Context: an optimization exercise on an open-source flow, tuned for small area and a short achievable clock period. The choices shown serve that exercise and are no tape-out recipe. RTL that was checked went through simulation tests only; none was proved equivalent to the original. No functional check of the RTL was part of run 2. No activity file was given, so power comes from the tool's default toggle rates.

`flow/run.sh`:
```
#!/bin/bash
# Standard ORFS layout with three changes: ports are buffered with a plain
# buf_2 instead of the delay cell buffer_ports picks; adders are left as plain
# gates for ABC (no half/full adder cell extraction), so ABC can build a fast
# carry tree; and the clock tree uses clkbuf_8 leaves over larger clusters,
# without dummy loads.
set -euo pipefail
bash standard.sh finish \
    "BUFFER_PORTS_ARGS=-buffer_cell sky130_fd_sc_hd__buf_2" \
    ADDER_MAP_FILE= \
    "CTS_ARGS=-sink_clustering_enable -repair_clock_nets -dont_use_dummy_load -buf_list sky130_fd_sc_hd__clkbuf_8 -sink_clustering_size 16 -sink_clustering_max_diameter 60" \
    > standard_flow.log 2>&1
```
`standard.sh`:
```
#!/bin/bash
# synth_recipe.tcl (not shown) runs the flow's synth.tcl, then flattens the netlist and writes it again
# the make line also repeats each setting of config.mk as NAME=value (left out here)
make -C /OpenROAD-flow-scripts/flow DESIGN_CONFIG=/design/flow/config.mk WORK_HOME=/design/flow/orfs CLKGATE_MAP_FILE= SYNTH_SCRIPT=/design/flow/synth_recipe.tcl "${@:-finish}"
```
`config.mk`:
```
export PLATFORM = sky130hd
export DESIGN_NAME = add_jump_cpu
export DESIGN_NICKNAME = add_jump_cpu
export VERILOG_FILES = /design/flow/design.v
export SDC_FILE = /design/flow/constraint.sdc
export NUM_CORES = 4
export LEC_CHECK = 0
export CAP_MARGIN = 20
export CORE_MARGIN = 2
export CORE_UTILIZATION = 60
export SETUP_SLACK_MARGIN = 2.0
export SLEW_MARGIN = 20
```
`constraint.sdc`:
```
create_clock -name core_clock -period 5.5 [get_ports {clk}]
set_input_delay 1.1000 -clock core_clock [delete_from_list [all_inputs] [get_ports {clk}]]
set_output_delay 1.1000 -clock core_clock [all_outputs]
set_load 0.01 [all_outputs]
```
`design.v`:
```
module adder_nbits (
    input  [15:0] a,
    input  [15:0] b,
    output [15:0] s
);
    wire [15:0] g0 = a & b;
    wire [15:0] p0 = a ^ b;
    wire [15:0] g1, p1;
    wire [15:0] g2, p2;
    wire [15:0] g3, p3;
    wire [15:0] g4;
    genvar i;
    generate
        for (i = 0; i < 16; i = i + 1) begin : pfx
            if (i % 2 == 1) begin : l1c
                assign g1[i] = g0[i] | (p0[i] & g0[i-1]);
                assign p1[i] = p0[i] & p0[i-1];
            end else begin : l1p
                assign g1[i] = g0[i];
                assign p1[i] = p0[i];
            end
            if (i % 4 >= 2) begin : l2c
                assign g2[i] = g1[i] | (p1[i] & g1[(i/4)*4+1]);
                assign p2[i] = p1[i] & p1[(i/4)*4+1];
            end else begin : l2p
                assign g2[i] = g1[i];
                assign p2[i] = p1[i];
            end
            if (i % 8 >= 4) begin : l3c
                assign g3[i] = g2[i] | (p2[i] & g2[(i/8)*8+3]);
                assign p3[i] = p2[i] & p2[(i/8)*8+3];
            end else begin : l3p
                assign g3[i] = g2[i];
                assign p3[i] = p2[i];
            end
            if (i >= 8) begin : l4c
                assign g4[i] = g3[i] | (p3[i] & g3[7]);
            end else begin : l4p
                assign g4[i] = g3[i];
            end
        end
    endgenerate
    assign s = p0 ^ {g4[14:0], 1'b0};
endmodule
module add_jump_cpu (
    input               clk,
    input               rst,
    input        [15:0] value,
    input        [1:0]  dest,
    input        [1:0]  src,
    input               add,
    input               jump,
    input               prog,
    input               advance,
    output   [3:0]  pc,
    output   [15:0] o_b,
    output   [15:0] o_r0,
    output   [15:0] o_r1,
    output   [15:0] o_r2,
    output   [15:0] o_r3,
    output   [31:0] w2_dbg,
    output          asm_store_clk_dbg
);
    reg  [3:0]  pc_r;
    reg  [15:0] r0, r1, r2, r3;
    reg  [20:0] mem [0:15];
    reg  [20:0] ir;
    wire        store = prog & (add | jump);
    wire [20:0] asm_inst = {jump, src, dest, value};
    assign w2_dbg = {5'b0, {3{jump}}, 2'b0, src, 2'b0, dest, value};
    assign asm_store_clk_dbg = store;
    wire [20:0] cur = prog ? asm_inst : ir;
    wire        c_jump = cur[20];
    wire [1:0]  c_rd   = cur[17:16];
    wire [15:0] c_imm  = cur[15:0];
    function [15:0] rsel(input [1:0] a, input [15:0] x0, x1, x2, x3);
        case (a)
            2'd0: rsel = x0;
            2'd1: rsel = x1;
            2'd2: rsel = x2;
            default: rsel = x3;
        endcase
    endfunction
    wire [15:0] b_src = rsel(src, r0, r1, r2, r3);
    wire [15:0] b_ir  = rsel(ir[19:18], r0, r1, r2, r3);
    wire [15:0] b     = prog ? b_src : b_ir;
    wire [15:0] result;
    adder_nbits u_add (
        .a (b),
        .b (c_imm & {16{~c_jump}}),
        .s (result)
    );
    always @(posedge clk) begin
        if (rst) begin
            r0 <= 16'h0; r1 <= 16'h0; r2 <= 16'h0; r3 <= 16'h0;
        end else if (advance) begin
            case (c_rd)
                2'd0: r0 <= result;
                2'd1: r1 <= result;
                2'd2: r2 <= result;
                default: r3 <= result;
            endcase
        end
    end
    wire [3:0] pc_next = rst     ? 4'h0 :
                         advance ? (c_jump ? c_imm[3:0] : pc_r + 4'h1) :
                                   pc_r;
    always @(posedge clk)
        pc_r <= pc_next;
    genvar w;
    generate
        for (w = 0; w < 16; w = w + 1) begin : word
            always @(posedge clk)
                if (store && pc_r == w)
                    mem[w] <= asm_inst;
        end
    endgenerate
    wire        hit = store && (pc_next == pc_r);
    wire [20:0] mem_next = mem[pc_next];
    always @(posedge clk)
        ir <= hit ? asm_inst : mem_next;
    assign pc   = pc_r;
    assign o_b  = b;
    assign o_r0 = r0;
    assign o_r1 = r1;
    assign o_r2 = r2;
    assign o_r3 = r3;
endmodule
```
==> parameters.txt, run 1 <==
Parameter                              Value

Setup path
  Worst setup path endpoint ... r2[11]
  Depth of the most critical reg-to-reg path ... 14
  Reg2reg end ... r2[11]
  Worst setup startpoint ... prog
  Nature of the critical path endpoint ... flop
  RR Startpoint ... ir[19]
  Reg2Reg Setup Slack ... 2.02 ns
  Worst endpoint required time ... 5.94 ns
  Critical Path AT ... 4.03 ns
  Critical path class ... input pin to flop
  Nature of the critical path startpoint ... input pin
  Largest driver fanout on the critical path ... 13

GRT
  Global route total overflow ... 0
  Global-route total usage across every layer ... 33.4%
  Vias in the first global route ... 11700
  Initial antenna violation count ... 1
  Wire length of the first global-routing pass ... ~76 mm
  Pin count of the biggest net entering global routing ... slightly above 70

Drt
  Via-per-instance ratio ... 6.53
  Via count of the routed design ... 12600
  Number of remaining DRC errors ... 0
  Iteration-0 DRC Markers ... between 1500 and 2000
  Number of search-and-repair iterations in the first detailed-routing pass ... 5
  Count of antenna-violating nets left after detailed routing ... 0
  Routed len/inst ... 27.4 um
  Detailed Route WL ... 52.6 mm

Power
  Ratio of total power to cell area ... 379 nW/um2
  Leakage dissipation ... a little over 0.007 uW
  Largest vdd supply drop ... between 0.0002 and 0.00025 V

Cells and area
  Antenna Cells ... 0
  Net count, final ... 1559
  Commonest non-fill, non-tap cell in the layout ... sky130_fd_sc_hd__edfxtp_1
  Cell area after layout ... 20500 um2
  Non-filler cells in the finished layout ... 1921
  Area added between synthesis and finish ... 14.8%
  Share of final-layout standard cells stronger than drive strength 1 ... 28.0%
  Commonest non-fill, non-tap cells in the layout ... sky130_fd_sc_hd__edfxtp_1, sky130_fd_sc_hd__buf_2, sky130_fd_sc_hd__nand2_1

Timing
  Worst max-slew margin expressed relative to the limit ... ~33%
  Total Neg Setup Slack ... 0 ns
  Final Hold Violating Endpoints ... 0
  Transition time at the pin with the least slew margin ... 0.999 ns
  Fin. max-slew vios ... 0
  Top achievable clock speed ... 278 MHz
  Setup-violating endpoint count in the final report ... 0
  Fin Clk Skew ... 0.0562 ns
  Setup repair after global routing missed its margin ... true
  Minimum period implied by the final worst setup slack ... 3.59 ns
  Worst hold-check slack ... about 0.49 ns
  Portion of the clock cycle consumed by the worst path in the final layout ... 65.3%

Synthesis
  Number of instances in the synthesized netlist ... between 1000 and 1500
  Number of warnings printed during yosys synthesis ... 2
  FF+latch count, synth ... 425
  Post-synthesis cell type count ... 89
  Fraction of registers with async set or reset after synthesis ... 0%
  Cell area after synthesis ... 17900 um2
  Average footprint of a synthesized cell ... 13.2 um2
  Post-synthesis cell type with the largest combined area ... sky130_fd_sc_hd__edfxtp_1
  Post-synth top flop ... sky130_fd_sc_hd__edfxtp_1
  Share of the synthesized area in the top cell type ... 56.5%
  Part of the Yosys area used for sequential elements ... 66.4%
  Number of flops mapped to enable cells by yosys ... roughly 340
  Ranking of synthesized cells by area ... sky130_fd_sc_hd__edfxtp_1, sky130_fd_sc_hd__dfxtp_1, sky130_fd_sc_hd__a22oi_1, sky130_fd_sc_hd__nor2_1, sky130_fd_sc_hd__nand2_1

Die
  Die area ... 31200 um2
  Die Span X ... 177 um
  I/O pin total ... 143
  Placeable core area ... 29500 um2
  Initial cell density of the core ... 60.6%
  Site row count ... 63
  Vert. Die Dim ... 177 um

Run status
  Outcome ... timing/DRC/antenna clean

Clock tree
  Clock H-tree levels ... 2
  Clock sink count ... between 400 and 500
  Clock-pin slew on the worst setup and hold paths ... 0.07 ns
  Number of buffers inserted by hold repair at cts ... 0
  Number of buffers created by CTS ... 36
  Cell chosen for the clock root ... sky130_fd_sc_hd__clkbuf_8
  Maximum buffer depth of the clock tree ... 3
  TritonCTS clock tree ... yes
  Clock insertion delay at the later pin of the skew report ... 0.58 ns

Worst hold path
  Type of the tightest min-delay check ... flop to flop
  Startpoint of the worst hold path ... r1[2]

Place
  Cells after DPL ... 1836
  Area after detailed placement ... 19000 um2
  Post-detail-place hpwl ... 32.8 mm
  Global placement routability congestion ... about 0.87
  Count of input and output buffers ... around 130

Flow run
  Number of max-capacitance violations reported ... 0
==> worst min-delay path by stage <==
stage	cells past startpoint	endpoint
after CTS	2	r2[3]
after global placement	2	r1[2]
after global routing	2	r2[3]
after floorplan	2	r2[3]
final	2	r1[2]
after detailed placement	2	r2[3]
==> cell families after synthesis <==
| group | after synthesis | synth area share (%) |
|---|---|---|
| DFF | 425 | 66.4 |
| AOI/OAI and AO/OA | 360 | 15.3 |
| and+or+nand+nor | 331 | 8.41 |
| buffers and inverters | 141 | 4.18 |
| muxes | 63 | 3.89 |
| xor gates and xnor gates | 31 | 1.60 |
| adders and majority gates | 3 | 0.182 |
| other | 1 | 0.0210 |
==> critical path, cell delays in order <==
cell and delay, ns:
sky130_fd_sc_hd__buf_16 0.13, sky130_fd_sc_hd__buf_12 0.14, sky130_fd_sc_hd__nand3b_1 0.23, sky130_fd_sc_hd__and2_4 0.24, sky130_fd_sc_hd__buf_4 0.13, sky130_fd_sc_hd__a2bb2oi_2 0.17
sky130_fd_sc_hd__a32oi_2 0.27, sky130_fd_sc_hd__a221oi_4 0.11, sky130_fd_sc_hd__o21ai_1 0.25, sky130_fd_sc_hd__nand2_1 0.17, sky130_fd_sc_hd__a211oi_2 0.35, sky130_fd_sc_hd__a21oi_1 0.16
sky130_fd_sc_hd__xor2_2 0.17, sky130_fd_sc_hd__buf_4 0.17, sky130_fd_sc_hd__o31ai_1 0.23
==> what timing repair did <==
item / CTS / global route
pin swaps: 12 / 16
setup buffers: 18 / 30
setup endpoints to repair: 91 / 56
cloned: 0 / 1
gates resized for setup: 58 / 57
==> cell usage after synthesis, types with 8 or more instances <==
cell	n
sky130_fd_sc_hd__clkbuf_1	47
sky130_fd_sc_hd__edfxtp_1	336
sky130_fd_sc_hd__a22oi_1	68
sky130_fd_sc_hd__nand3_1	25
sky130_fd_sc_hd__buf_2	18
sky130_fd_sc_hd__nand2_1	113
sky130_fd_sc_hd__nand3b_1	10
sky130_fd_sc_hd__nor3_1	12
sky130_fd_sc_hd__o2111ai_1	10
sky130_fd_sc_hd__o221ai_1	27
sky130_fd_sc_hd__nand2b_1	8
sky130_fd_sc_hd__mux2_2	21
sky130_fd_sc_hd__mux2i_1	39
sky130_fd_sc_hd__a211oi_1	34
sky130_fd_sc_hd__o22ai_1	26
sky130_fd_sc_hd__a21oi_1	71
sky130_fd_sc_hd__dfxtp_1	89
sky130_fd_sc_hd__buf_4	38
sky130_fd_sc_hd__o21ai_0	16
sky130_fd_sc_hd__a221oi_1	27
sky130_fd_sc_hd__xnor2_1	24
sky130_fd_sc_hd__a222oi_1	13
sky130_fd_sc_hd__inv_1	24
sky130_fd_sc_hd__nor2_1	125
==> final cells by class <==
class | count | area, um2
fillers | 2161 | 8970
clock buffers | 36 | 495
multi-input cells | 797 | 5890
flip-flops and latches | 425 | 11900
repair buffers | 246 | 1660
inverters | 27 | 108
well taps | 390 | 488
==> metrics by stage <==
stage               setup WS, ns  util [%]  power (uW)
floorplan                   1.80         -        5220
global placement           0.754      64.6        5890
detailed placement         0.704      64.6        5910
CTS                         2.00      67.6        7550
global route                1.85      69.6        8070
finish                      1.91      69.6        7770
==> per-layer routing <==
layer	part of all wire (%)	track usage [%]	vias up
met3	10	6.44	127
met2	47	52.7	756
li1	-	-	5529
met1	39	45.8	6140
met5	0	0	-
met4	4.2	14.3	0
==> flip-flops by register name, summed over array words and instances, names as in the netlist <==
register / count
ir: 21
mem: 336
pc_r: 4
r0: 16
r1: 16
r2: 16
r3: 16
==> where the power goes <==
part | switching [uW] | internal [uW]
clock network | 958 | 589
registers | 209 | 3690
logic | 1410 | 923
==> inputs of run 2 (changes only) <==
--- a/design.v
+++ b/design.v
@@ -3,44 +3,78 @@
     input  [15:0] b,
     output [15:0] s
 );
-    wire [15:0] g0 = a & b;
-    wire [15:0] p0 = a ^ b;
-    wire [15:0] g1, p1;
-    wire [15:0] g2, p2;
-    wire [15:0] g3, p3;
-    wire [15:0] g4;
+    wire [15:0] x;
+    wire [15:0] g0n, t0n, g1, t1, g2n, t2n, g3, t3, g4n;
     genvar i;
     generate
-        for (i = 0; i < 16; i = i + 1) begin : pfx
-            if (i % 2 == 1) begin : l1c
-                assign g1[i] = g0[i] | (p0[i] & g0[i-1]);
-                assign p1[i] = p0[i] & p0[i-1];
+        for (i = 0; i < 16; i = i + 1) begin : bits
+            aj_pg u_pg (.a(a[i]), .b(b[i]), .gn(g0n[i]), .tn(t0n[i]), .x(x[i]));
+            if (i >= 1) begin : l1
+                aj_oai_gt u (.gh_n(g0n[i]), .th_n(t0n[i]), .gl_n(g0n[i-1]), .tl_n(t0n[i-1]),
+                             .g(g1[i]), .t(t1[i]));
             end else begin : l1p
-                assign g1[i] = g0[i];
-                assign p1[i] = p0[i];
+                aj_inv u (.a(g0n[i]), .y(g1[i]));
+                assign t1[i] = 1'b0;
             end
-            if (i % 4 >= 2) begin : l2c
-                assign g2[i] = g1[i] | (p1[i] & g1[(i/4)*4+1]);
-                assign p2[i] = p1[i] & p1[(i/4)*4+1];
+            if (i >= 3) begin : l2
+                aj_aoi_gt u (.gh(g1[i]), .th(t1[i]), .gl(g1[i-2]), .tl(t1[i-2]),
+                             .g_n(g2n[i]), .t_n(t2n[i]));
+            end else if (i >= 2) begin : l2g
+                aj_aoi_g u (.gh(g1[i]), .th(t1[i]), .gl(g1[i-2]), .g_n(g2n[i]));
+                assign t2n[i] = 1'b1;
             end else begin : l2p
-                assign g2[i] = g1[i];
-                assign p2[i] = p1[i];
+                aj_inv u (.a(g1[i]), .y(g2n[i]));
+                assign t2n[i] = 1'b1;
             end
-            if (i % 8 >= 4) begin : l3c
-                assign g3[i] = g2[i] | (p2[i] & g2[(i/8)*8+3]);
-                assign p3[i] = p2[i] & p2[(i/8)*8+3];
+            if (i >= 7) begin : l3
+                aj_oai_gt u (.gh_n(g2n[i]), .th_n(t2n[i]), .gl_n(g2n[i-4]), .tl_n(t2n[i-4]),
+                             .g(g3[i]), .t(t3[i]));
+            end else if (i >= 4) begin : l3g
+                aj_oai_g u (.gh_n(g2n[i]), .th_n(t2n[i]), .gl_n(g2n[i-4]), .g(g3[i]));
+                assign t3[i] = 1'b0;
             end else begin : l3p
-                assign g3[i] = g2[i];
-                assign p3[i] = p2[i];
+                aj_inv u (.a(g2n[i]), .y(g3[i]));
+                assign t3[i] = 1'b0;
             end
-            if (i >= 8) begin : l4c
-                assign g4[i] = g3[i] | (p3[i] & g3[7]);
-            end else begin : l4p
-                assign g4[i] = g3[i];
+            if (i >= 8 && i < 15) begin : l4g
+                aj_aoi_g u (.gh(g3[i]), .th(t3[i]), .gl(g3[i-8]), .g_n(g4n[i]));
+            end else if (i < 8) begin : l4p
+                aj_inv u (.a(g3[i]), .y(g4n[i]));
+            end else begin : l4x
+                assign g4n[i] = 1'b1;
+            end
+            if (i == 0) begin : s0
+                assign s[i] = x[i];
+            end else begin : sn
+                aj_xnor u (.a(x[i]), .b(g4n[i-1]), .y(s[i]));
             end
         end
     endgenerate
-    assign s = p0 ^ {g4[14:0], 1'b0};
+endmodule
+module aj_pg (input a, input b, output gn, output tn, output x);
+    assign gn = ~(a & b);
+    assign tn = ~(a | b);
+    assign x  = a ^ b;
+endmodule
+module aj_oai_gt (input gh_n, input th_n, input gl_n, input tl_n, output g, output t);
+    assign g = ~(gh_n & (th_n | gl_n));
+    assign t = ~(th_n | tl_n);
+endmodule
+module aj_oai_g (input gh_n, input th_n, input gl_n, output g);
+    assign g = ~(gh_n & (th_n | gl_n));
+endmodule
+module aj_aoi_gt (input gh, input th, input gl, input tl, output g_n, output t_n);
+    assign g_n = ~(gh | (th & gl));
+    assign t_n = ~(th & tl);
+endmodule
+module aj_aoi_g (input gh, input th, input gl, output g_n);
+    assign g_n = ~(gh | (th & gl));
+endmodule
+module aj_inv (input a, output y);
+    assign y = ~a;
+endmodule
+module aj_xnor (input a, input b, output y);
+    assign y = ~(a ^ b);
 endmodule
 module add_jump_cpu (
     input               clk,
--- a/config.mk
+++ b/config.mk
@@ -8,5 +8,6 @@
 export CAP_MARGIN = 20
 export CORE_MARGIN = 2
 export CORE_UTILIZATION = 60
-export SETUP_SLACK_MARGIN = 2.0
+export SETUP_SLACK_MARGIN = 2.3
 export SLEW_MARGIN = 20
+export SYNTH_HIERARCHICAL = 1
==> run 2 against run 1 <==
Compared with the run above:
- hold slack improved by 0.019 ns
- critical path type is now input pin to primary output
- largest cell class unchanged
- sequential power about the same
- via count increased by 9.2%
- still clean on timing, DRC and antenna
- sequential share of layout area decreased by 3.5 points
- non-clock buffer count decreased by 7
- worst setup slack improved by 0.37 ns
==> parameters.txt, run 2 <==
Parameter                              Value

Die
  Vert. Die Dim ... 181 um
  Placeable core area ... 30700 um2
  Initial cell density of the core ... around three fifths
  Die area ... 32800 um2
  Die Span X ... about 180 um
  Site row count ... 64
  I/O pin total ... 143

Power
  Leakage dissipation ... 0.00826 uW
  Largest vdd supply drop ... 0.000224 V
  Ratio of total power to cell area ... roughly 400 nW/um2
  Switching power summed over all nets ... around 3200 uW
  Combinational fraction of design power ... a little under two fifths
  Internal power of the cells ... approximately 5600 uW
  Proportion of power drawn by the clock network ... 18.2%
  Switching part of the total ... 36.1%
  Total Power ... 8780 uW
  Part of the total power dissipated in sequential elements ... between 40% and 50%

Cells and area
  Commonest non-fill, non-tap cells in the layout ... sky130_fd_sc_hd__edfxtp_1, sky130_fd_sc_hd__nor2_1, sky130_fd_sc_hd__buf_2
  Share of final-layout standard cells stronger than drive strength 1 ... between 20% and 30%
  Antenna Cells ... 0
  Cell area after layout ... between 20000 and 25000 um2
  Flip-flop count of the largest register after layout ... 336
  Area added between synthesis and finish ... 16.1%
  Largest registers ... mem x336, ir x21
  Filler Cells Inserted ... 2154
  Net count, final ... 1664
  Register ranked first by flip-flop count ... mem
  Commonest non-fill, non-tap cell in the layout ... sky130_fd_sc_hd__edfxtp_1

Timing
  Final Hold Violating Endpoints ... 0
  Setup-violating endpoint count in the final report ... 0
  Transition time at the pin with the least slew margin ... roughly 1.1 ns
  Total Neg Setup Slack ... 0 ns
  Portion of the clock cycle consumed by the worst path in the final layout ... 58.6%
  Final worst-path setup slack ... 2.28 ns
  Top achievable clock speed ... between 300 and 400 MHz
  Worst max-slew margin expressed relative to the limit ... 27.3%
  Fin. max-slew vios ... 0
  Setup repair after global routing missed its margin ... true
  Fin Clk Skew ... 0.0685 ns
  Minimum period implied by the final worst setup slack ... 3.22 ns

Flow run
  Number of max-capacitance violations reported ... 0

Setup path
  Highest cell delay on the worst timing path ... 0.22 ns
  Slowest CP cell ... sky130_fd_sc_hd__o21a_4
  Cell-by-cell listing of the critical path ... buf_16 -> buf_12 -> nor2_4 -> a31oi_4 -> buf_6 -> buf_12 -> o21a_4 -> buf_6
  Nature of the critical path startpoint ... input pin
  Nature of the critical path endpoint ... primary output
  Worst endpoint required time ... 4.40 ns
  Critical Path AT ... about 2.1 ns
  Critical path class ... input pin to primary output
  Largest driver fanout on the critical path ... 8

GRT
  Global-route total usage across every layer ... between 30% and 40%
  Pin count of the biggest net entering global routing ... 70
  Initial antenna violation count ... 0
  Global route total overflow ... 0
  Vias in the first global route ... between 10000 and 15000
  Wire length of the first global-routing pass ... 82.4 mm

Clock tree
  Clock-pin slew on the worst setup and hold paths ... 0.10 ns
  Clock insertion delay at the later pin of the skew report ... 0.58 ns
  Maximum buffer depth of the clock tree ... 3
  Clock H-tree levels ... 2
  Number of buffers created by CTS ... 38
  TritonCTS clock tree ... yes
  Cell chosen for the clock root ... sky130_fd_sc_hd__clkbuf_8
  Clock sink count ... 425
  Number of buffers inserted by hold repair at cts ... 0

Synthesis
  Average footprint of a synthesized cell ... 12.9 um2
  Number of warnings printed during yosys synthesis ... 8
  Cell area after synthesis ... 18800 um2
  Number of instances in the synthesized netlist ... 1458

Worst hold path
  Type of the tightest min-delay check ... flop to flop

Place
  Post-Place Setup Slack ... 0.970 ns
  Count of input and output buffers ... 133
  Post-detail-place hpwl ... 35.5 mm
  Global placement routability congestion ... 0.909
  Area after detailed placement ... 20100 um2

Drt
  Count of antenna-violating nets left after detailed routing ... 0
  Number of search-and-repair iterations in the first detailed-routing pass ... 8
  Iteration-0 DRC Markers ... 1819
  Via-per-instance ratio ... between 6 and 7
  Detailed Route WL ... 56.3 mm
  Routed len/inst ... 27.7 um
  Number of remaining DRC errors ... 0
  Via count of the routed design ... 13700

Run status
  Outcome ... timing/DRC/antenna clean
[run 2: changes by cell type in the layout (fill, tap and decap cells not counted), sizes merged, moves of 23 or more]
| cell | previous run | this run |
|---|---|---|
| nor2 | 125 | 155 |
| mux2i | 39 | 118 |
| nand2 | 113 | 79 |
| o21ai | 17 | 71 |
| a22oi | 71 | 31 |
| a21oi | 72 | 49 |
[run 2: cell type report]
cell class / instances / area, um2 / share of cell area [%]
flip-flops and latches: 425 / 11900 / 54.4
clock buffers: 38 / 523 / 2.39
well taps: 396 / 495 / 2.27
multi-input cells: 904 / 7020 / 32.1
repair buffers: 239 / 1820 / 8.34
inverters: 30 / 115 / 0.527
[run 2: worst paths after layout]
kind,from,end,slack (ns),cells after the start
worst min-delay path,mem[0][7],ir[7],0.50,2
worst max-delay path,prog,o_b[10],2.28,8
worst min register to register,mem[0][7],ir[7],0.50,2
worst max register to register,pc_r[2],ir[16],2.35,9
[run 2: per-layer routing]
layer	vias up	routed length, um	track usage, %
met3	150	5800	6.81
li1	5937	-	-
met1	6746	21300	44.8
met5	-	0	0
met2	877	27100	55.0
met4	0	2080	13.7
[run 2: stage by stage]
stage          utilization, %  hold WS [ns]  std cells
3_5_place_dp             65.3         0.502       1935
2_1_floorplan               -         0.480       1466
6_report                 71.1         0.505       2032
4_1_cts                  69.8         0.512       2024
5_1_grt                  71.1         0.530       2032
3_3_place_gp             65.3         0.493       1935
[run 2: what timing repair did]
item | 4_1_cts | 5_1_grt
pin swaps | 19 | 17
buffers inserted | 43 | 8
resized for setup | 91 | 76
cloned | 8 | 0
endpoints found under the setup margin | 155 | 60
[run 2: worst max-delay path: cells and delay by family]
family | cells | cell delay (ns)
AO/OA/AOI/OAI | 2 | 0.27
AND/OR/NAND/NOR | 1 | 0.10
buffers and inverters | 5 | 0.64
[run 2: power by group through the flow]
stage	Sequential (uW)	Clock [uW]	Combinational, uW
after floorplan	3930	0	1910
after global placement	3960	0	2730
after detailed placement	3970	0	2770
after CTS	3900	1600	3050
after global routing	3940	1730	3460
final	3920	1600	3260
==> inputs of run 3 (changes only) <==
--- a/design.v
+++ b/design.v
@@ -76,6 +76,20 @@
 module aj_xnor (input a, input b, output y);
     assign y = ~(a ^ b);
 endmodule
+module aj_ao4 (
+    input  [3:0] s,
+    input  [3:0] d,
+    output       y
+);
+    assign y = |(s & d);
+endmodule
+module aj_ao16 (
+    input  [15:0] s,
+    input  [15:0] d,
+    output        y
+);
+    assign y = |(s & d);
+endmodule
 module add_jump_cpu (
     input               clk,
     input               rst,
@@ -107,17 +121,15 @@
     wire        c_jump = cur[20];
     wire [1:0]  c_rd   = cur[17:16];
     wire [15:0] c_imm  = cur[15:0];
-    function [15:0] rsel(input [1:0] a, input [15:0] x0, x1, x2, x3);
-        case (a)
-            2'd0: rsel = x0;
-            2'd1: rsel = x1;
-            2'd2: rsel = x2;
-            default: rsel = x3;
-        endcase
-    endfunction
-    wire [15:0] b_src = rsel(src, r0, r1, r2, r3);
-    wire [15:0] b_ir  = rsel(ir[19:18], r0, r1, r2, r3);
-    wire [15:0] b     = prog ? b_src : b_ir;
+    wire [1:0] c_rs = prog ? src : ir[19:18];
+    wire [3:0] rsel = {c_rs == 2'd3, c_rs == 2'd2, c_rs == 2'd1, c_rs == 2'd0};
+    wire [15:0] b;
+    genvar j;
+    generate
+        for (j = 0; j < 16; j = j + 1) begin : rd_b
+            aj_ao4 u (.s(rsel), .d({r3[j], r2[j], r1[j], r0[j]}), .y(b[j]));
+        end
+    endgenerate
     wire [15:0] result;
     adder_nbits u_add (
         .a (b),
@@ -141,16 +153,33 @@
                                    pc_r;
     always @(posedge clk)
         pc_r <= pc_next;
+    wire [15:0] oh_pc  = 16'h1 << pc_r;
+    wire [15:0] oh_pc1 = {oh_pc[14:0], oh_pc[15]};
+    wire [15:0] oh_jmp = 16'h1 << c_imm[3:0];
+    wire [15:0] oh_next = rst     ? 16'h1 :
+                          advance ? (c_jump ? oh_jmp : oh_pc1) :
+                                    oh_pc;
     genvar w;
     generate
         for (w = 0; w < 16; w = w + 1) begin : word
             always @(posedge clk)
-                if (store && pc_r == w)
+                if (store && oh_pc[w])
                     mem[w] <= asm_inst;
         end
     endgenerate
     wire        hit = store && (pc_next == pc_r);
-    wire [20:0] mem_next = mem[pc_next];
+    wire [20:0] mem_next;
+    genvar k;
+    generate
+        for (k = 0; k < 21; k = k + 1) begin : rd_ir
+            aj_ao16 u (.s(oh_next),
+                       .d({mem[15][k], mem[14][k], mem[13][k], mem[12][k],
+                           mem[11][k], mem[10][k], mem[9][k],  mem[8][k],
+                           mem[7][k],  mem[6][k],  mem[5][k],  mem[4][k],
+                           mem[3][k],  mem[2][k],  mem[1][k],  mem[0][k]}),
+                       .y(mem_next[k]));
+        end
+    endgenerate
     always @(posedge clk)
         ir <= hit ? asm_inst : mem_next;
     assign pc   = pc_r;
--- a/config.mk
+++ b/config.mk
@@ -8,6 +8,6 @@
 export CAP_MARGIN = 20
 export CORE_MARGIN = 2
 export CORE_UTILIZATION = 60
-export SETUP_SLACK_MARGIN = 2.3
+export SETUP_SLACK_MARGIN = 2.6
 export SLEW_MARGIN = 20
 export SYNTH_HIERARCHICAL = 1
==> run 3 against run 2 <==
Compared with the run above:
- maximum frequency decreased by 2.0%
- register-to-register slack gained 0.12 ns
- cell area increased by 6.1%
- clock power down 6%
- worst setup slack got worse by 0.066 ns
- combinational power is 58% lower
- via count fell by 7.7%
- sequential share of layout area decreased by 3.2 points
- core utilization is 7.0 points higher
- largest cell class unchanged
- highest routed layer unchanged
==> parameters.txt, run 3 <==
Parameter                              Value

Run status
  Outcome ... timing/DRC/antenna clean

Setup path
  Critical path class ... input pin to flop
  Nature of the critical path endpoint ... flop
  Highest cell delay on the worst timing path ... between 0.4 and 0.5 ns
  Dominant cell type by count on the critical path ... sky130_fd_sc_hd__mux2_4
  Worst endpoint required time ... 5.95 ns
  Critical path buffers and inverters ... 5
  Cell-by-cell listing of the critical path ... buf_16 -> buf_12 -> buf_6 -> buf_4 -> mux2_4 -> nand2_4 -> nor2_4 -> a221oi_4 -> nor3_4 -> buf_8 -> a22o_1 -> a221oi_2 -> nand4_1 -> mux2_4
  Critical Path AT ... 3.74 ns
  Largest driver fanout on the critical path ... 6
  Nature of the critical path startpoint ... input pin
  Slowest CP cell ... sky130_fd_sc_hd__a221oi_4
  Largest delay share family, worst path ... compound AO/OA/AOI/OAI gates
  Reg2Reg Setup Slack ... about 2.5 ns

Power
  Internal power of the cells ... about 4700 uW
  Switching power summed over all nets ... 1790 uW
  Combinational fraction of design power ... 21.0%
  Part of the total power dissipated in sequential elements ... 56.0%
  Ratio of total power to cell area ... 281 nW/um2
  Proportion of power drawn by the clock network ... 23.0%
  Leakage dissipation ... ~0.0086 uW
  Largest vdd supply drop ... between 0.0002 and 0.00025 V
  Switching part of the total ... about 27%

Timing
  Fin Clk Skew ... 0.0462 ns
  Transition time at the pin with the least slew margin ... 1.12 ns
  Minimum period implied by the final worst setup slack ... 3.29 ns
  Setup-violating endpoint count in the final report ... 0
  Fin. max-slew vios ... 0
  Top achievable clock speed ... 304 MHz
  Total Neg Setup Slack ... 0 ns
  Worst max-slew margin expressed relative to the limit ... 25.3%
  Final worst-path setup slack ... 2.21 ns
  Final Hold Violating Endpoints ... 0
  Portion of the clock cycle consumed by the worst path in the final layout ... between 50% and 60%
  Setup repair after global routing missed its margin ... true

Place
  Global placement routability congestion ... 0.866
  Area after detailed placement ... 19800 um2
  Cells after DPL ... 1752
  Post-Place Setup Slack ... 1.03 ns
  Post-detail-place hpwl ... 28.0 mm
  Count of input and output buffers ... 133

Cells and area
  Commonest non-fill, non-tap cell in the layout ... sky130_fd_sc_hd__edfxtp_1
  Net count, final ... 1542
  Area added between synthesis and finish ... 27.8%
  Non-filler cells in the finished layout ... 1904
  Largest registers ... mem x336, ir x21
  Flip-flop count of the largest register after layout ... 336
  Antenna Cells ... 0
  Share of final-layout standard cells stronger than drive strength 1 ... 45.6%
  Commonest non-fill, non-tap cells in the layout ... sky130_fd_sc_hd__edfxtp_1, sky130_fd_sc_hd__buf_2, sky130_fd_sc_hd__nor2_1
  Register ranked first by flip-flop count ... mem
  Filler Cells Inserted ... 1657
  Cell area after layout ... 23200 um2

Synthesis
  Cell area after synthesis ... 18200 um2
  Average footprint of a synthesized cell ... between 10 and 15 um2
  Number of warnings printed during yosys synthesis ... 8
  Number of instances in the synthesized netlist ... approximately 1200

Die
  I/O pin total ... 143
  Die area ... 31700 um2
  Die Span X ... 178 um
  Site row count ... 63
  Vert. Die Dim ... 178 um
  Initial cell density of the core ... between 60% and 70%
  Placeable core area ... 29700 um2

Worst hold path
  Type of the tightest min-delay check ... flop to flop

Drt
  Via count of the routed design ... 12600
  Via-per-instance ratio ... approximately 6.6
  Iteration-0 DRC Markers ... 1319
  Detailed Route WL ... around 53 mm
  Number of remaining DRC errors ... 0
  Count of antenna-violating nets left after detailed routing ... 0
  Routed len/inst ... ~28 um
  Number of search-and-repair iterations in the first detailed-routing pass ... 5

Flow run
  Number of max-capacitance violations reported ... 0

GRT
  Initial antenna violation count ... 0
  Wire length of the first global-routing pass ... 76.7 mm
  Global-route total usage across every layer ... around a third
  Global route total overflow ... 0
  Pin count of the biggest net entering global routing ... 61
  Vias in the first global route ... 12100

Clock tree
  Number of buffers created by CTS ... 35
  Cell chosen for the clock root ... sky130_fd_sc_hd__clkbuf_8
  TritonCTS clock tree ... yes
  Maximum buffer depth of the clock tree ... 3
  Clock insertion delay at the later pin of the skew report ... ~0.56 ns
  Clock H-tree levels ... 2
  Clock-pin slew on the worst setup and hold paths ... 0.09 ns
  Clock sink count ... between 400 and 500
==> run 3: what timing repair did <==
item                                    in CTS  in global routing
pin swaps                                   76                 95
gates resized for setup                    204                115
cloned                                      15                  3
buffers inserted                            84                 15
endpoints found under the setup margin     102                 90
hold buffers                                 0                  0
==> run 3: final cells by class <==
cell class                      instances  area, um2  area share, %
Tap cell                              390        488           2.10
Sequential cell                       425      11900           51.2
Multi-Input combinational cell        739       7400           31.9
Inverter                               23       88.8          0.383
Timing Repair Buffer                  292       2870           12.4
Clock buffer                           35        482           2.08
==> run 3: worst reg2reg max path, delay by kind of cell (launching register included) <==
kind / cells / cell delay (ns)
buffers and inverters: 2 / 0.50
DFF: 1 / 0.43
and+or+nand+nor: 5 / 0.90
muxes: 1 / 0.29
AOI/OAI and AO/OA: 3 / 0.80
==> run 3: worst paths after layout <==
path                            startpoint  endpoint  depth (start not counted)
worst max-delay path                  prog     ir[6]                         14
worst min-delay path                r3[13]    r3[13]                          2
worst max register to register     pc_r[0]    ir[20]                         11
worst min register to register      r3[13]    r3[13]                          2
==> run 3: per-layer routing <==
layer | wire (um) | vias up | global-route usage [%]
met1 | 20800 | 6346 | 45.7
met2 | 25500 | 723 | 54.0
met5 | 0 | - | 0
met4 | 2280 | 0 | 12.1
li1 | - | 5417 | -
met3 | 4880 | 162 | 5.42
==> run 3: power groups by stage <==
stage	Sequential (uW)	Combinational (uW)	Clock, uW
2_1_floorplan	3690	662	0
3_3_place_gp	3700	928	0
3_5_place_dp	3700	944	0
4_1_cts	3640	1220	1530
5_1_grt	3660	1430	1630
6_report	3650	1360	1500
==> run 3: through the flow <==
step	total power [uW]	hold WS (ns)	util (%)
floorplan	4350	0.549	-
global placement	4630	0.494	66.6
detailed placement	4650	0.509	66.8
CTS	6390	0.534	75.4
global route	6720	0.565	78.1
finish	6510	0.536	78.1
==> inputs of run 4 (changes only) <==
--- a/config.mk
+++ b/config.mk
@@ -8,6 +8,6 @@
 export CAP_MARGIN = 20
 export CORE_MARGIN = 2
 export CORE_UTILIZATION = 60
-export SETUP_SLACK_MARGIN = 2.6
+export SETUP_SLACK_MARGIN = 2.0
 export SLEW_MARGIN = 20
 export SYNTH_HIERARCHICAL = 1
==> run 4 against run 3 <==
Compared with the run above:
- sequential share of layout area grew 6.4 points
- synthesized cell count is the same
- cell count shrank 5.6%
- total power shrank 5.8%
==> parameters.txt, run 4 <==
Parameter                              Value

Die
  I/O pin total ... 143
  Die area ... 31700 um2
  Die Span X ... 178 um
  Vert. Die Dim ... 178 um
  Site row count ... 63
  Placeable core area ... roughly 30000 um2
  Initial cell density of the core ... 61.1%

Power
  Leakage dissipation ... 0.00766 uW
  Ratio of total power to cell area ... a little under 300 nW/um2
  Largest vdd supply drop ... 0.000226 V

Setup path
  RR Startpoint ... pc_r[3]
  Worst endpoint required time ... approximately 6.0 ns
  Cell-by-cell listing of the critical path ... buf_12 -> buf_4 -> nor2_1 -> a32o_1 -> a221oi_4 -> nor3_4 -> a22o_1 -> a221oi_2 -> nand4_1 -> mux2_4
  Slowest CP cell ... sky130_fd_sc_hd__a221oi_4
  Critical path class ... input pin to flop
  Worst setup startpoint ... prog
  Nature of the critical path startpoint ... input pin
  Reg2Reg Setup Slack ... 2.20 ns
  Nature of the critical path endpoint ... flop
  Largest driver fanout on the critical path ... 30
  Depth of the most critical reg-to-reg path ... 9
  Highest cell delay on the worst timing path ... about 0.55 ns
  Critical Path AT ... 3.88 ns
  Reg2reg end ... ir[0]

Synthesis
  Number of warnings printed during yosys synthesis ... 8
  Cell area after synthesis ... 18200 um2
  Average footprint of a synthesized cell ... 14.5 um2
  Number of instances in the synthesized netlist ... 1249

Cells and area
  Commonest non-fill, non-tap cells in the layout ... sky130_fd_sc_hd__edfxtp_1, sky130_fd_sc_hd__buf_2, sky130_fd_sc_hd__nor2_1
  Register ranked first by flip-flop count ... mem
  Largest registers ... mem x336, ir x21
  Commonest non-fill, non-tap cell in the layout ... sky130_fd_sc_hd__edfxtp_1
  Cell area after layout ... 20600 um2
  Share of final-layout standard cells stronger than drive strength 1 ... 35.1%
  Flip-flop count of the largest register after layout ... ~340
  Area added between synthesis and finish ... 13.5%
  Net count, final ... 1435

Drt
  Count of antenna-violating nets left after detailed routing ... 0
  Via-per-instance ratio ... 6.41
  Via count of the routed design ... ~12000
  Detailed Route WL ... 46.2 mm
  Routed len/inst ... 25.7 um
  Iteration-0 DRC Markers ... approximately 1000
  Number of remaining DRC errors ... 0
  Number of search-and-repair iterations in the first detailed-routing pass ... 6

Timing
  Minimum period implied by the final worst setup slack ... 3.42 ns
  Portion of the clock cycle consumed by the worst path in the final layout ... between 60% and 70%
  Worst max-slew margin expressed relative to the limit ... 29.4%
  Final Hold Violating Endpoints ... 0
  Total Neg Setup Slack ... 0 ns
  Fin Clk Skew ... 0.0541 ns
  Setup-violating endpoint count in the final report ... 0
  Setup repair after global routing missed its margin ... false
  Top achievable clock speed ... 292 MHz
  Transition time at the pin with the least slew margin ... 1.06 ns
  Fin. max-slew vios ... 0

Clock tree
  Maximum buffer depth of the clock tree ... 3
  Clock H-tree levels ... 2
  TritonCTS clock tree ... yes
  Number of buffers created by CTS ... 34
  Clock insertion delay at the later pin of the skew report ... 0.56 ns
  Number of buffers inserted by hold repair at cts ... 0
  Clock sink count ... 425
  Cell chosen for the clock root ... sky130_fd_sc_hd__clkbuf_8
  Clock-pin slew on the worst setup and hold paths ... ~0.090 ns

GRT
  Pin count of the biggest net entering global routing ... 69
  Global route total overflow ... 0
  Global-route total usage across every layer ... about 29%
  Wire length of the first global-routing pass ... 67.5 mm
  Vias in the first global route ... ~11000
  Initial antenna violation count ... 1

Place
  Count of input and output buffers ... 133
  Global placement routability congestion ... 0.897
  Area after detailed placement ... approximately 20000 um2
  Post-detail-place hpwl ... about 28 mm

Worst hold path
  End point of the most critical hold path ... r1[14]
  Number of cells on the worst hold path ... 2
  Startpoint of the worst hold path ... r1[14]
  Type of the tightest min-delay check ... flop to flop

Flow run
  Number of max-capacitance violations reported ... 0

Run status
  Outcome ... timing/DRC/antenna clean
## run 4: worst max path at each step
stage	endpoint	slack (ns)	cells after the start
2_1_floorplan	mem[12][0]	1.52	4
3_3_place_gp	ir[12]	1.07	11
3_5_place_dp	ir[12]	1.03	11
4_1_cts	o_b[3]	2.01	7
5_1_grt	ir[0]	2.02	11
6_report	ir[0]	2.08	10
## run 4: metrics by stage
| step | hold slack, ns | utilization (%) | setup WS, ns | power (uW) | std cells |
|---|---|---|---|---|---|
| after detailed placement | 0.513 | 66.9 | 1.03 | 4660 | 1751 |
| after global placement | 0.495 | 66.9 | 1.07 | 4650 | 1751 |
| after floorplan | 0.549 | - | 1.52 | 4370 | 1257 |
| after global routing | 0.550 | 69.3 | 2.02 | 6340 | 1798 |
| after CTS | 0.526 | 68.8 | 2.01 | 6140 | 1789 |
| final | 0.523 | 69.3 | 2.08 | 6130 | 1798 |
## run 4: timing repair
item                                    4_1_cts  5_1_grt
endpoints found under the setup margin       97       36
resized for setup                             9       14
setup buffers                                 4        7
pin swaps                                     4        2
gates cloned                                  0        1
## run 4: worst max-delay path: cells and delay by family
kind / cells / cell delay (ns)
buffers and inverters: 2 / 0.53
and+or+nand+nor: 3 / 0.47
AOI/OAI and AO/OA: 4 / 1.45
muxes: 1 / 0.28
## run 4: cell type report
type / count / area [um2]
flip-flops and latches: 425 / 11900
fillers: 2080 / 9110
multi-input cells: 740 / 6540
repair buffers: 185 / 1140
well taps: 390 / 488
clock buffers: 34 / 468
inverters: 23 / 86.3
diodes: 1 / 2.50
## run 4: power by group
part,internal (uW),switching (uW)
combinational,378,620
sequential,3560,79.7
clock,558,938
total,4500,1640
## run 4: per-layer routing
metal  routed length, um  GRT usage [%]
met1               18700           38.9
met2               22600           49.1
met3                3440           4.91
met4                1450           8.91
met5                   0              0
==> inputs of run 5 (changes only) <==
--- a/config.mk
+++ b/config.mk
@@ -7,7 +7,7 @@
 export LEC_CHECK = 0
 export CAP_MARGIN = 20
 export CORE_MARGIN = 2
-export CORE_UTILIZATION = 60
-export SETUP_SLACK_MARGIN = 2.0
+export CORE_UTILIZATION = 70
+export SETUP_SLACK_MARGIN = 2.3
 export SLEW_MARGIN = 20
 export SYNTH_HIERARCHICAL = 1
==> run 5 against run 4 <==
Compared with the run above:
- still clean
- cell area is 1.2% higher
- sequential power about the same
- wire length grew 7.0%
- maximum frequency up 5.7%
- first-iteration DRC count increased by 69%
- clock skew grew 0.046 ns
- largest cell class unchanged
==> parameters.txt, run 5 <==
Parameter                              Value

Run status
  Outcome ... timing/DRC/antenna clean

Synthesis
  Number of instances in the synthesized netlist ... roughly 1200
  Cell area after synthesis ... approximately 18000 um2
  Number of warnings printed during yosys synthesis ... 8
  Average footprint of a synthesized cell ... 14.5 um2

Timing
  Setup-violating endpoint count in the final report ... 0
  Final Hold Violating Endpoints ... 0
  Worst hold-check slack ... 0.534 ns
  Top achievable clock speed ... 309 MHz
  Setup repair after global routing missed its margin ... true
  Minimum period implied by the final worst setup slack ... 3.24 ns
  Portion of the clock cycle consumed by the worst path in the final layout ... between 50% and 60%
  Worst max-slew margin expressed relative to the limit ... 29.2%
  Fin Clk Skew ... roughly 0.10 ns
  Fin. max-slew vios ... 0
  Transition time at the pin with the least slew margin ... approximately 1.1 ns
  Total Neg Setup Slack ... 0 ns

Clock tree
  Clock H-tree levels ... 1
  Clock insertion delay at the later pin of the skew report ... about 0.65 ns
  Clock-pin slew on the worst setup and hold paths ... around 0.09 ns
  Number of buffers inserted by hold repair at cts ... 0
  Number of buffers created by CTS ... 31
  TritonCTS clock tree ... yes
  Clock sink count ... 425
  Cell chosen for the clock root ... sky130_fd_sc_hd__clkbuf_8
  Maximum buffer depth of the clock tree ... 3

Cells and area
  Area added between synthesis and finish ... 14.9%
  Commonest non-fill, non-tap cells in the layout ... sky130_fd_sc_hd__edfxtp_1, sky130_fd_sc_hd__nor2_1, sky130_fd_sc_hd__buf_2
  Antenna Cells ... 0
  Register ranked first by flip-flop count ... mem
  Net count, final ... about 1500
  Largest registers ... mem x336, ir x21
  Share of final-layout standard cells stronger than drive strength 1 ... 37.3%
  Flip-flop count of the largest register after layout ... approximately 340
  Commonest non-fill, non-tap cell in the layout ... sky130_fd_sc_hd__edfxtp_1

Drt
  Number of search-and-repair iterations in the first detailed-routing pass ... 6
  Detailed Route WL ... 49.4 mm
  Routed len/inst ... 28.2 um
  Iteration-0 DRC Markers ... 1690
  Via count of the routed design ... approximately 12000
  Count of antenna-violating nets left after detailed routing ... 0
  Number of remaining DRC errors ... 0
  Via-per-instance ratio ... between 7 and 8

GRT
  Vias in the first global route ... between 10000 and 15000
  Wire length of the first global-routing pass ... between 70 and 80 mm
  Pin count of the biggest net entering global routing ... 52
  Global-route total usage across every layer ... 36.4%
  Global route total overflow ... 0
  Initial antenna violation count ... 0

Die
  Site row count ... 58
  I/O pin total ... 143
  Vert. Die Dim ... 165 um
  Initial cell density of the core ... 71.7%
  Die Span X ... 165 um
  Placeable core area ... 25300 um2
  Die area ... 27200 um2

Setup path
  Worst endpoint required time ... 4.40 ns
  Nature of the critical path endpoint ... primary output
  Nature of the critical path startpoint ... input pin
  Largest driver fanout on the critical path ... 20
  Critical path class ... input pin to primary output
  Critical Path AT ... about 2.1 ns

Place
  Global placement routability congestion ... between 0.9 and 1
  Count of input and output buffers ... about 130
  Post-detail-place hpwl ... 30.5 mm

Power
  Switching power summed over all nets ... 1650 uW
  Ratio of total power to cell area ... 293 nW/um2
  Switching part of the total ... 27.0%
  Combinational fraction of design power ... 17.3%
  Leakage dissipation ... just under 0.008 uW
  Proportion of power drawn by the clock network ... 23.1%
  Internal power of the cells ... ~4500 uW
  Largest vdd supply drop ... around 0.00029 V
  Part of the total power dissipated in sequential elements ... about three fifths

Flow run
  Number of max-capacitance violations reported ... 0

Worst hold path
  Type of the tightest min-delay check ... flop to flop
run 5: layout make-up:
class,count,area [um2]
well taps,330,413
multi-input cells,741,6720
fillers,1335,4470
repair buffers,202,1330
clock buffers,31,427
inverters,23,86.3
flip-flops and latches,425,11900
run 5: metal layers:
metal / part of all wire, % / global-route usage (%) / vias to the layer above
li1: - / - / 5236
met1: 36 / 48.6 / 6032
met2: 48 / 59.2 / 878
met3: 11 / 7.37 / 167
met4: 4.8 / 15.1 / 0
met5: 0 / 0 / -
run 5: worst paths after layout:
path / from / slack [ns] / depth (start not counted) / endpoint
max: src[1] / 2.26 / 7 / o_b[15]
max reg2reg: pc_r[1] / 2.33 / 8 / ir[16]
min reg2reg: r2[9] / 0.53 / 2 / r2[9]
min: r2[9] / 0.53 / 2 / r2[9]
run 5: critical path, cell delays in order:
cell                       delay, ns
sky130_fd_sc_hd__buf_12         0.13
sky130_fd_sc_hd__nand2b_4       0.17
sky130_fd_sc_hd__o32ai_4        0.09
sky130_fd_sc_hd__buf_12         0.18
sky130_fd_sc_hd__a22oi_1        0.20
sky130_fd_sc_hd__nand2_1        0.10
sky130_fd_sc_hd__buf_2          0.15
run 5: metrics by stage:
stage	setup WS, ns	power, uW	area, um2	std cells	utilization [%]
after floorplan	1.83	4350	18700	1257	-
after global routing	2.22	6280	20900	1752	82.3
after global placement	1.23	4640	19800	1693	78.2
after CTS	2.21	6080	20700	1750	81.8
after detailed placement	1.13	4670	19800	1693	78.2
final	2.26	6110	20900	1752	82.3
run 5: power groups by stage:
stage,logic (uW),clock network (uW),registers [uW]
6_report,1060,1410,3640
4_1_cts,1020,1410,3640
5_1_grt,1120,1520,3650
3_3_place_gp,936,0,3700
2_1_floorplan,660,0,3690
3_5_place_dp,961,0,3710
run 5: what timing repair did:
action	in CTS	in global routing
resized for setup	48	31
pin swaps	18	4
buffers inserted	24	2
cloned	2	0
endpoints found under the setup margin	94	67
==> inputs of run 6 (changes only) <==
--- a/config.mk
+++ b/config.mk
@@ -7,7 +7,7 @@
 export LEC_CHECK = 0
 export CAP_MARGIN = 20
 export CORE_MARGIN = 2
-export CORE_UTILIZATION = 70
+export CORE_UTILIZATION = 60
 export SETUP_SLACK_MARGIN = 2.3
 export SLEW_MARGIN = 20
 export SYNTH_HIERARCHICAL = 1
==> run 6 against run 5 <==
Compared with the run above:
- non-clock buffer count increased by 8
- wire length shrank 3.5%
- die area grew 16%
- cell count increased by 3.9%
- combinational power is essentially flat
- critical path depth grew 1
==> parameters.txt, run 6 <==
Parameter                              Value

Power
  Leakage dissipation ... between 0.007 and 0.008 uW
  Ratio of total power to cell area ... between 200 and 300 nW/um2
  Largest vdd supply drop ... 0.000297 V

Cells and area
  Total area of multi-input combinational cells ... 6680 um2
  Non-filler cells in the finished layout ... 1821
  Largest registers ... mem x336, ir x21
  Antenna Cells ... 0
  Flip-flop count of the largest register after layout ... between 300 and 400
  Share of final-layout standard cells stronger than drive strength 1 ... a little under two fifths
  Filler Cells Inserted ... a little over 2000
  Commonest non-fill, non-tap cells in the layout ... sky130_fd_sc_hd__edfxtp_1, sky130_fd_sc_hd__nor2_1, sky130_fd_sc_hd__buf_2
  Core occupancy in the finished layout ... 71.2%
  Cell area after layout ... roughly 21000 um2
  Area added between synthesis and finish ... 16.5%
  Commonest non-fill, non-tap cell in the layout ... sky130_fd_sc_hd__edfxtp_1
  FF+latch area ... 11900 um2
  Net count, final ... 1459
  Register ranked first by flip-flop count ... mem

Place
  Global placement routability congestion ... approximately 0.88
  Post-detail-place hpwl ... around 27 mm
  Cells after DPL ... 1751
  Area after detailed placement ... roughly 20000 um2
  Count of input and output buffers ... 133

Timing
  Top achievable clock speed ... 308 MHz
  Final Hold Violating Endpoints ... 0
  Worst max-slew margin expressed relative to the limit ... between 20% and 30%
  Portion of the clock cycle consumed by the worst path in the final layout ... 59.0%
  Fin. max-slew vios ... 0
  Setup repair after global routing missed its margin ... true
  Setup-violating endpoint count in the final report ... 0
  Minimum period implied by the final worst setup slack ... 3.24 ns
  Fin Clk Skew ... slightly below 0.06 ns
  Transition time at the pin with the least slew margin ... 1.12 ns
  Total Neg Setup Slack ... 0 ns

Flow run
  Number of max-capacitance violations reported ... 0

Drt
  Number of search-and-repair iterations in the first detailed-routing pass ... 5
  Detailed Route WL ... 47.7 mm
  Routed len/inst ... approximately 26 um
  Via count of the routed design ... 11800
  Count of antenna-violating nets left after detailed routing ... 0
  Number of remaining DRC errors ... 0
  Iteration-0 DRC Markers ... 1129
  Via-per-instance ratio ... 6.47

GRT
  Global-route total usage across every layer ... 29.6%
  Initial antenna violation count ... 0
  Vias in the first global route ... 11200
  Wire length of the first global-routing pass ... 68.6 mm
  Pin count of the biggest net entering global routing ... 61
  Global route total overflow ... 0

Worst hold path
  Type of the tightest min-delay check ... flop to flop

Die
  Vert. Die Dim ... 178 um
  Placeable core area ... 29700 um2
  Die area ... 31700 um2
  Site row count ... between 60 and 70
  Die Span X ... 178 um
  I/O pin total ... 143
  Initial cell density of the core ... 61.1%

Synthesis
  Average footprint of a synthesized cell ... about 15 um2
  Cell area after synthesis ... 18200 um2
  Number of instances in the synthesized netlist ... 1249
  Number of warnings printed during yosys synthesis ... 8

Clock tree
  Clock-pin slew on the worst setup and hold paths ... ~0.080 ns
  Clock sink count ... ~430
  Maximum buffer depth of the clock tree ... 3
  TritonCTS clock tree ... yes
  Clock insertion delay at the later pin of the skew report ... about 0.57 ns
  Cell chosen for the clock root ... sky130_fd_sc_hd__clkbuf_8
  Clock H-tree levels ... 2
  Number of buffers created by CTS ... 34

Setup path
  Reg2reg end ... ir[14]
  Slowest CP cell ... sky130_fd_sc_hd__a22oi_2
  RR Startpoint ... pc_r[0]
  Worst endpoint required time ... 4.40 ns
  Critical path class ... input pin to primary output
  Largest driver fanout on the critical path ... 8
  Worst setup startpoint ... prog
  Nature of the critical path startpoint ... input pin
  Stages on worst setup path ... 8
  Depth of the most critical reg-to-reg path ... 10
  Reg2Reg Setup Slack ... approximately 2.4 ns
  Highest cell delay on the worst timing path ... 0.20 ns
  Critical Path AT ... 2.14 ns
  Largest delay share family, worst path ... buffers and inverters
  Worst setup path endpoint ... o_b[9]
  Dominant cell type by count on the critical path ... sky130_fd_sc_hd__buf_6
  Cell-by-cell listing of the critical path ... buf_16 -> nand2_8 -> o32ai_4 -> buf_6 -> buf_12 -> a22oi_2 -> nand2_2 -> buf_6
  Nature of the critical path endpoint ... primary output
  Critical path buffers and inverters ... 4

Run status
  Outcome ... timing/DRC/antenna clean
==> run 6: cell count changes in the layout (fill, tap and decap cells not counted), moves of 5 or more <==
cell,previous run,this run
sky130_fd_sc_hd__buf_6,3,16
sky130_fd_sc_hd__a22oi_1,18,9
sky130_fd_sc_hd__a22oi_2,17,26
sky130_fd_sc_hd__buf_2,126,117
sky130_fd_sc_hd__nor2_1,129,135
sky130_fd_sc_hd__nor2_2,23,17
sky130_fd_sc_hd__buf_12,9,4
==> run 6: cell type report <==
class / count / area share (%)
Multi-Input combinational cell: 739 / 31.6
Timing Repair Buffer: 210 / 7.35
Clock buffer: 34 / 2.21
Tap cell: 390 / 2.31
Inverter: 23 / 0.408
Sequential cell: 425 / 56.1
==> run 6: tightest hold or removal path: stages (launching register included) <==
cell	delay (ns)
sky130_fd_sc_hd__dfxtp_1	0.36
sky130_fd_sc_hd__mux2i_1	0.08
sky130_fd_sc_hd__nor2_1	0.07
==> run 6: per-stage QoR <==
stage	hold WS [ns]	setup WS, ns	total power [uW]
2_1_floorplan	0.549	1.83	4350
4_1_cts	0.530	2.21	6190
6_report	0.537	2.26	6200
5_1_grt	0.570	2.22	6410
3_5_place_dp	0.510	1.20	4650
3_3_place_gp	0.495	1.21	4630
==> run 6: how the worst min path moves through the flow <==
| stage | from | endpoint | slack, ns | cells past startpoint |
|---|---|---|---|---|
| 3_5_place_dp | r0[7] | r0[7] | 0.51 | 2 |
| 3_3_place_gp | r0[12] | r0[12] | 0.49 | 2 |
| 4_1_cts | r0[7] | r0[7] | 0.53 | 2 |
| 2_1_floorplan | mem[1][20] | ir[20] | 0.55 | 3 |
| 5_1_grt | r0[3] | r0[3] | 0.57 | 2 |
| 6_report | r0[7] | r0[7] | 0.54 | 2 |
==> run 6: routing by layer <==
layer  global-route usage (%)  up-vias  part of all wire (%)  wire (um)
met5                        0        -                     0          0
met4                     8.78        0                   3.0       1410
met3                     5.06       93                   8.5       4050
met2                     47.4      590                    47      22500
met1                     41.8     5853                    41      19700
li1                         -     5250                     -          -
==> run 6: what timing repair did <==
item | CTS | global route
hold buffers | 0 | 0
buffers inserted | 23 | 7
pin swaps | 10 | 13
resized for setup | 55 | 40
cloned | 2 | 4
setup endpoints to repair | 98 | 60
==> run 6: report_power, final <==
group	switching, uW	total (uW)	leakage, uW	internal, uW
Combinational	640	1060	0.00387	416
Sequential	77.3	3640	0.00376	3560
Clock	948	1510	0.000244	558
Total	1670	6200	0.00787	4530
==> inputs of run 7 (changes only) <==
--- a/flow/run.sh
+++ b/flow/run.sh
@@ -7,6 +7,6 @@
 set -euo pipefail
 bash standard.sh finish \
     "BUFFER_PORTS_ARGS=-buffer_cell sky130_fd_sc_hd__buf_2" \
-    ADDER_MAP_FILE= \
+    ADDER_MAP_FILE= MATCH_CELL_FOOTPRINT=0 \
     "CTS_ARGS=-sink_clustering_enable -repair_clock_nets -dont_use_dummy_load -buf_list sky130_fd_sc_hd__clkbuf_8 -sink_clustering_size 16 -sink_clustering_max_diameter 60" \
     > standard_flow.log 2>&1
==> run 7 against run 6 <==
Compared with the run above:
- critical path type unchanged
- sequential cell count unchanged
- largest power group unchanged
- core utilization fell by 1.4 points
- cell area decreased by 2.0%
- still clean
==> parameters.txt, run 7 <==
Parameter                              Value

Clock tree
  Clock insertion delay at the later pin of the skew report ... 0.57 ns
  Number of buffers created by CTS ... 34
  Maximum buffer depth of the clock tree ... 3
  Number of buffers inserted by hold repair at cts ... 0
  Clock sink count ... 425
  Cell chosen for the clock root ... sky130_fd_sc_hd__clkbuf_8
  Clock-pin slew on the worst setup and hold paths ... 0.08 ns
  Clock H-tree levels ... 2
  TritonCTS clock tree ... yes

Setup path
  Cell-by-cell listing of the critical path ... buf_16 -> o32ai_4 -> buf_12 -> a22oi_2 -> nand2_2 -> buf_2
  Depth of the most critical reg-to-reg path ... 10
  Reg2reg end ... ir[14]
  Critical Path AT ... 2.17 ns
  Critical path class ... input pin to primary output
  Nature of the critical path startpoint ... input pin
  Nature of the critical path endpoint ... primary output
  Worst setup startpoint ... prog
  Worst endpoint required time ... 4.40 ns
  Highest cell delay on the worst timing path ... 0.33 ns
  Reg2Reg Setup Slack ... ~2.4 ns
  Largest driver fanout on the critical path ... 15
  RR Startpoint ... pc_r[0]
  Slowest CP cell ... sky130_fd_sc_hd__o32ai_4

Timing
  Total Neg Setup Slack ... 0 ns
  Top achievable clock speed ... 305 MHz
  Portion of the clock cycle consumed by the worst path in the final layout ... between 50% and 60%
  Worst hold-check slack ... 0.528 ns
  Final Hold Violating Endpoints ... 0
  Setup repair after global routing missed its margin ... true
  Transition time at the pin with the least slew margin ... 1.10 ns
  Fin Clk Skew ... 0.0555 ns
  Fin. max-slew vios ... 0
  Minimum period implied by the final worst setup slack ... 3.27 ns
  Worst max-slew margin expressed relative to the limit ... 26.7%
  Setup-violating endpoint count in the final report ... 0

Worst hold path
  Type of the tightest min-delay check ... flop to flop
  Number of cells on the worst hold path ... 2
  Startpoint of the worst hold path ... r2[14]
  End point of the most critical hold path ... r2[14]

Power
  Leakage dissipation ... 0.00769 uW
  Largest vdd supply drop ... 0.000297 V
  Ratio of total power to cell area ... 296 nW/um2
  Total Power ... 6140 uW

Cells and area
  Flip-flop count of the largest register after layout ... 336
  Core occupancy in the finished layout ... 69.8%
  Net count, final ... 1438
  Largest registers ... mem x336, ir x21
  Antenna Cells ... 0
  Register ranked first by flip-flop count ... mem
  Commonest non-fill, non-tap cell in the layout ... sky130_fd_sc_hd__edfxtp_1
  Commonest non-fill, non-tap cells in the layout ... sky130_fd_sc_hd__edfxtp_1, sky130_fd_sc_hd__nor2_1, sky130_fd_sc_hd__buf_2
  Filler Cells Inserted ... a little over 2000
  Area added between synthesis and finish ... 14.2%
  Share of final-layout standard cells stronger than drive strength 1 ... 35.9%

Place
  Count of input and output buffers ... 133
  Global placement routability congestion ... 0.876
  Post-detail-place hpwl ... 27.1 mm

Die
  Site row count ... 63
  Die Span X ... 178 um
  Die area ... 31700 um2
  I/O pin total ... 143
  Vert. Die Dim ... 178 um
  Initial cell density of the core ... 61.1%
  Placeable core area ... 29700 um2

Drt
  Via count of the routed design ... 11700
  Number of search-and-repair iterations in the first detailed-routing pass ... 7
  Routed len/inst ... roughly 26 um
  Via-per-instance ratio ... ~6.5
  Iteration-0 DRC Markers ... 1082
  Number of remaining DRC errors ... 0
  Count of antenna-violating nets left after detailed routing ... 0
  Detailed Route WL ... 46.6 mm

GRT
  Initial antenna violation count ... 0
  Global route total overflow ... 0
  Wire length of the first global-routing pass ... 68.1 mm
  Global-route total usage across every layer ... 29.4%
  Pin count of the biggest net entering global routing ... 61
  Vias in the first global route ... 11100

Flow run
  Number of max-capacitance violations reported ... 0

Synthesis
  Cell area after synthesis ... 18200 um2
  Number of warnings printed during yosys synthesis ... 8
  Number of instances in the synthesized netlist ... 1249
  Average footprint of a synthesized cell ... 14.5 um2

Run status
  Outcome ... timing/DRC/antenna clean
==> run 7: changes by cell type in the layout (fill, tap and decap cells not counted), sizes merged <==
cell and delta:
buf -20, bufbuf -1
==> run 7: timing repair <==
| action | CTS | global route |
|---|---|---|
| pin swaps | 9 | 0 |
| setup buffers | 14 | 0 |
| gates cloned | 1 | 0 |
| resized for setup | 43 | 19 |
| setup endpoints to repair | 98 | 39 |
==> run 7: worst max-delay path: cells and delay by family <==
family                 cells  cell delay (ns)
AND/OR/NAND/NOR            1             0.13
AO/OA/AOI/OAI              2             0.43
buffers and inverters      3             0.49
==> run 7: layout make-up <==
class | count | area [um2] | area share (%)
clock buffer | 34 | 468 | 2.26
inverter | 23 | 86.3 | 0.416
multi-input combinational | 739 | 6590 | 31.8
sequential | 425 | 11900 | 57.3
tap | 390 | 488 | 2.35
timing repair buffer | 189 | 1230 | 5.91
==> run 7: per-layer routing <==
layer	vias to the layer above	GRT usage [%]	routed length, um
met3	89	4.93	3600
met4	0	8.13	1250
li1	5216	-	-
met5	-	0	0
met1	5833	41.6	19600
met2	514	47.3	22100
==> run 7: metrics by stage <==
stage	instances	setup slack, ns	instance area (um2)
after floorplan	1257	1.83	18700
after global placement	1750	1.21	19800
after detailed placement	1751	1.20	19900
after CTS	1800	2.24	20700
after global routing	1800	2.19	20700
final	1800	2.23	20700
==> run 7: how the worst max path moves through the flow <==
| stage | endpoint | depth (start not counted) |
|---|---|---|
| floorplan | o_b[1] | 8 |
| global placement | ir[10] | 8 |
| detailed placement | o_b[3] | 6 |
| CTS | o_b[10] | 7 |
| global route | o_b[14] | 7 |
| finish | o_b[1] | 6 |
==> run 7: power breakdown <==
| part | switching [uW] | internal, uW | leakage (uW) |
|---|---|---|---|
| combinational | 620 | 382 | 0.00369 |
| clock | 945 | 558 | 0.000244 |
| sequential | 75.3 | 3560 | 0.00376 |

## what the ideal ports hide
The results above use ideal ports. As a check the final layouts listed here were re-extracted and re-timed, cells and wires unchanged. Step 1 sets driving cells, clkbuf_16 on the clock port and buf_2 on the other inputs (assumed; they add their load-dependent delay and slew). Step 2 moves the port delays by t, midway between the first and last clock arrival at a register: inputs arrive t later, outputs are due t later. That takes back most of the time a late clock gives input paths. Slacks: ideal ports / drivers / drivers and shift; pairs: ideal ports / drivers.
| run | shift t [ns] | setup slack, ns | worst setup path at the end | slew at the worst register clock pin (ns) | worst slew at a driven data input, ns |
|---|---|---|---|---|---|
| run 1 | 0.599 | 1.908 / 1.850 / 1.250 | input to register | 0.10 / 0.10 | 0.12 |
| run 2 | 0.593 | 2.277 / 2.139 / 1.638 | input to register | 0.10 / 0.10 | 0.17 |
| run 3 | 0.579 | 2.210 / 2.154 / 1.575 | input to register | 0.10 / 0.10 | 0.13 |
| run 4 | 0.585 | 2.077 / 2.013 / 1.480 | input to register | 0.10 / 0.10 | 0.07 |
| run 5 | 0.642 | 2.261 / 2.140 / 1.560 | input to register | 0.11 / 0.11 | 0.12 |
| run 6 | 0.593 | 2.257 / 2.140 / 1.663 | input to register | 0.10 / 0.10 | 0.16 |
| run 7 | 0.590 | 2.225 / 2.099 / 1.698 | input to register | 0.10 / 0.10 | 0.15 |
After both steps every run listed still meets setup and hold. For run 5, which loses most, drivers alone change the setup slack by -0.121 ns; drivers and shift together by -0.701 ns.
